This design comes from an exercise in tuning for small area and a short achievable clock period on the open sky130 flow, not from production work. Where RTL was checked, it was by simulation tests only, not by an equivalence proof against the original.

==> module glb_segment, before the edit <==
module glb_segment #
(
    parameter H_DISP            = 12'd160       ,
    parameter V_DISP            = 12'd120
)
(
    input   wire                clk             ,
    input   wire                rst_n           ,
    input   wire                Y_hsync         ,
    input   wire                Y_vsync         ,
    input   wire    [ 7:0]      Y_data          ,
    input   wire                Y_de            ,
    output  wire                segment_hsync     ,
    output  wire                segment_vsync     ,
    output  wire    [ 7:0]      segment_data      ,
    output  wire                segment_de
);
localparam [14:0] NPIX = H_DISP*V_DISP;
reg             vs0, vs1, hs0, de0;
reg     [ 1:0]  fc;
reg             seg;
reg     [ 7:0]  yd;
reg     [ 7:0]  mq;
reg     [23:0]  us, os;
reg     [14:0]  uc, oc;
assign segment_hsync = hs0;
assign segment_vsync = vs0;
assign segment_de    = de0;
assign segment_data  = {8{seg}};
wire nedge = vs1 & ~vs0;
wire f1 = (fc == 2'd1);
wire f2 = (fc == 2'd2);
wire f3 = (fc == 2'd3);
wire dv = f3 & ~mq[3];
wire [ 7:0] p     = yd & {8{de0}};
wire        under = (yd < mq);
wire        uen   = f1 | (f2 & under);
wire        oen   = f2 & ~under;
wire        wrap  = f1 & (us[14:8] == NPIX[14:8]);
wire        uclr  = nedge & f1;
wire        su    = us[23];
wire        so    = os[23];
wire [23:0] ua    = dv ? {us[22:0], 1'b0}
                       : {us[23:15] & {9{~uclr}}, us[14:8] & {7{~(uclr | wrap)}}, us[7:0] & {8{~uclr}}};
wire [23:0] ub    = dv ? {~su, uc ^ {15{~su}}, {8{su}}} : {16'd0, uen ? p : 8'd0};
wire [23:0] usum  = ua + ub + {23'd0, dv & su};
wire [23:0] oa    = dv ? {os[22:0], 1'b0} : os;
wire [23:0] ob    = dv ? {~so, oc ^ {15{~so}}, {8{so}}} : {16'd0, oen ? p : 8'd0};
wire [23:0] osum  = oa + ob + {23'd0, dv & so};
wire [ 8:0] msum  = {1'b0, us[7:0]} + {1'b0, os[7:0]};
wire [ 7:0] thr   = msum[8:1];
always @(posedge clk or negedge rst_n) begin
    if (!rst_n) begin
        vs0 <= 1'b0; vs1 <= 1'b0; hs0 <= 1'b0; de0 <= 1'b0;
    end else begin
        vs0 <= Y_vsync; vs1 <= vs0; hs0 <= Y_hsync; de0 <= Y_de;
    end
end
always @(posedge clk)
    yd <= Y_data;
always @(posedge clk or negedge rst_n) begin
    if (!rst_n)
        fc <= 2'd0;
    else if (nedge & ~f3)
        fc <= fc + 2'd1;
end
always @(posedge clk or negedge rst_n) begin
    if (!rst_n)
        mq <= 8'd0;
    else if (nedge & f2)
        mq <= 8'd0;
    else
        mq <= mq + {7'd0, wrap | dv};
end
always @(posedge clk or negedge rst_n) begin
    if (!rst_n) begin
        us <= 24'd0;
        os <= 24'd0;
    end else if (dv) begin
        us <= {usum[23:1], ~usum[23]};
        os <= {osum[23:1], ~osum[23]};
    end else begin
        us <= usum;
        os <= osum;
    end
end
always @(posedge clk or negedge rst_n) begin
    if (!rst_n) begin
        uc <= 15'h7fff;
        oc <= 15'h7fff;
    end else begin
        uc <= uc + {14'd0, f2 & de0 & under};
        oc <= oc + {14'd0, f2 & de0 & ~under};
    end
end
always @(posedge clk or negedge rst_n) begin
    if (!rst_n)
        seg <= 1'b0;
    else if (Y_de & f3)
        seg <= ~(Y_data > thr);
end
endmodule
make LEC_CHECK=0 CAP_MARGIN=20 CORE_MARGIN=2 CORE_UTILIZATION=45 PLACE_DENSITY=0.6 SLEW_MARGIN=20 finish   # period 120.0 ns
run.sh (not shown) runs the stock make flow with config.mk's settings and CLKGATE_MAP_FILE= SYNTH_SCRIPT=/design/flow/synth_recipe.tcl, a recipe that flattens the netlist after the stock synthesis.
Edit:
--- a/flow/design.v
+++ b/flow/design.v
@@ -14,15 +14,15 @@
     output  wire                segment_vsync     ,
     output  wire    [ 7:0]      segment_data      ,
     output  wire                segment_de
 );
-localparam [14:0] NPIX = H_DISP*V_DISP;
+localparam [22:0] NPIX = H_DISP*V_DISP;
 reg             vs0, vs1, hs0, de0;
 reg     [ 1:0]  fc;
 reg             seg;
 reg     [ 7:0]  yd;
 reg     [ 7:0]  mq;
-reg     [23:0]  us, os;
+reg     [22:0]  us, os;
 reg     [14:0]  uc, oc;
 assign segment_hsync = hs0;
 assign segment_vsync = vs0;
 assign segment_de    = de0;
@@ -35,19 +35,16 @@
 wire [ 7:0] p     = yd & {8{de0}};
 wire        under = (yd < mq);
 wire        uen   = f1 | (f2 & under);
 wire        oen   = f2 & ~under;
-wire        wrap  = f1 & (us[14:8] == NPIX[14:8]);
-wire        uclr  = nedge & f1;
-wire        su    = us[23];
-wire        so    = os[23];
-wire [23:0] ua    = dv ? {us[22:0], 1'b0}
-                       : {us[23:15] & {9{~uclr}}, us[14:8] & {7{~(uclr | wrap)}}, us[7:0] & {8{~uclr}}};
-wire [23:0] ub    = dv ? {~su, uc ^ {15{~su}}, {8{su}}} : {16'd0, uen ? p : 8'd0};
-wire [23:0] usum  = ua + ub + {23'd0, dv & su};
-wire [23:0] oa    = dv ? {os[22:0], 1'b0} : os;
-wire [23:0] ob    = dv ? {~so, oc ^ {15{~so}}, {8{so}}} : {16'd0, oen ? p : 8'd0};
-wire [23:0] osum  = oa + ob + {23'd0, dv & so};
+wire [22:0] ua    = us + (uen ? p : 8'd0);
+wire        wrap  = f1 & (ua >= NPIX);
+wire [22:0] uacc  = wrap ? ua - NPIX : ua;
+wire [22:0] oacc  = os + (oen ? p : 8'd0);
+wire [16:0] ut    = {1'b0, us[22:7]} + {2'b01, ~uc};
+wire [16:0] ot    = {1'b0, os[22:7]} + {2'b01, ~oc};
+wire [22:0] ustep = ut[16] ? {ut[14:0], us[6:0], 1'b1} : {us[21:0], 1'b0};
+wire [22:0] ostep = ot[16] ? {ot[14:0], os[6:0], 1'b1} : {os[21:0], 1'b0};
 wire [ 8:0] msum  = {1'b0, us[7:0]} + {1'b0, os[7:0]};
 wire [ 7:0] thr   = msum[8:1];
 always @(posedge clk or negedge rst_n) begin
     if (!rst_n) begin
@@ -72,18 +69,24 @@
     else
         mq <= mq + {7'd0, wrap | dv};
 end
 always @(posedge clk or negedge rst_n) begin
-    if (!rst_n) begin
-        us <= 24'd0;
-        os <= 24'd0;
-    end else if (dv) begin
-        us <= {usum[23:1], ~usum[23]};
-        os <= {osum[23:1], ~osum[23]};
-    end else begin
-        us <= usum;
-        os <= osum;
-    end
+    if (!rst_n)
+        us <= 23'd0;
+    else if (nedge & f1)
+        us <= 23'd0;
+    else if (dv)
+        us <= ustep;
+    else
+        us <= uacc;
+end
+always @(posedge clk or negedge rst_n) begin
+    if (!rst_n)
+        os <= 23'd0;
+    else if (dv)
+        os <= ostep;
+    else
+        os <= oacc;
 end
 always @(posedge clk or negedge rst_n) begin
     if (!rst_n) begin
         uc <= 15'h7fff;
First-iteration DRC count goes up by 2.5%.
Worst hold slack got worse by 0.0077 ns.
Cell area went up by 6.3%.
Area after synthesis increases by 7.3%.
Core utilization increases by 0.23 points.
Worst setup slack is better by 0.018 ns.
Via count goes up by 8.6%.
Routed wire length climbs by 10%.
Global-route usage rose by 0.87 points.
Clock-buffer cell count grows by 3.
The RTL of the first run of this note was laid out without a check of its function.

==> what the ideal ports hide <==
Ports are ideal in the flow. The routed layouts listed here were re-timed in OpenROAD.
Step 1: set_driving_cell puts a clkbuf_16 on clk and a buf_2 on each other input, an assumption about the parent block.
Step 2 adds t to the input delays and takes it off the output delays; t is the mean of the earliest and latest rising clock arrival at the registers after step 1. Input paths then give back, and output paths get back, about the clock's delay inside the block.
Three values: ideal ports, drivers, drivers and shift; two values: the first two.
| run | shift t [ns] | setup WS [ns] | hold WS [ns] | worst setup path at the end | cell pins on the clock port's net |
|---|---|---|---|---|---|
| the first run | 0.403 | 94.528 / 94.540 / 94.145 | 0.413 / 0.413 / 0.413 | input to register | 1 |
| the second run | 0.394 | 94.546 / 94.540 / 94.173 | 0.405 / 0.405 / 0.405 | input to register | 1 |
After both steps every run listed still meets setup and hold. The setup slack of the first run, which loses most, moves by +0.012 ns with the drivers and by -0.383 ns with both steps.
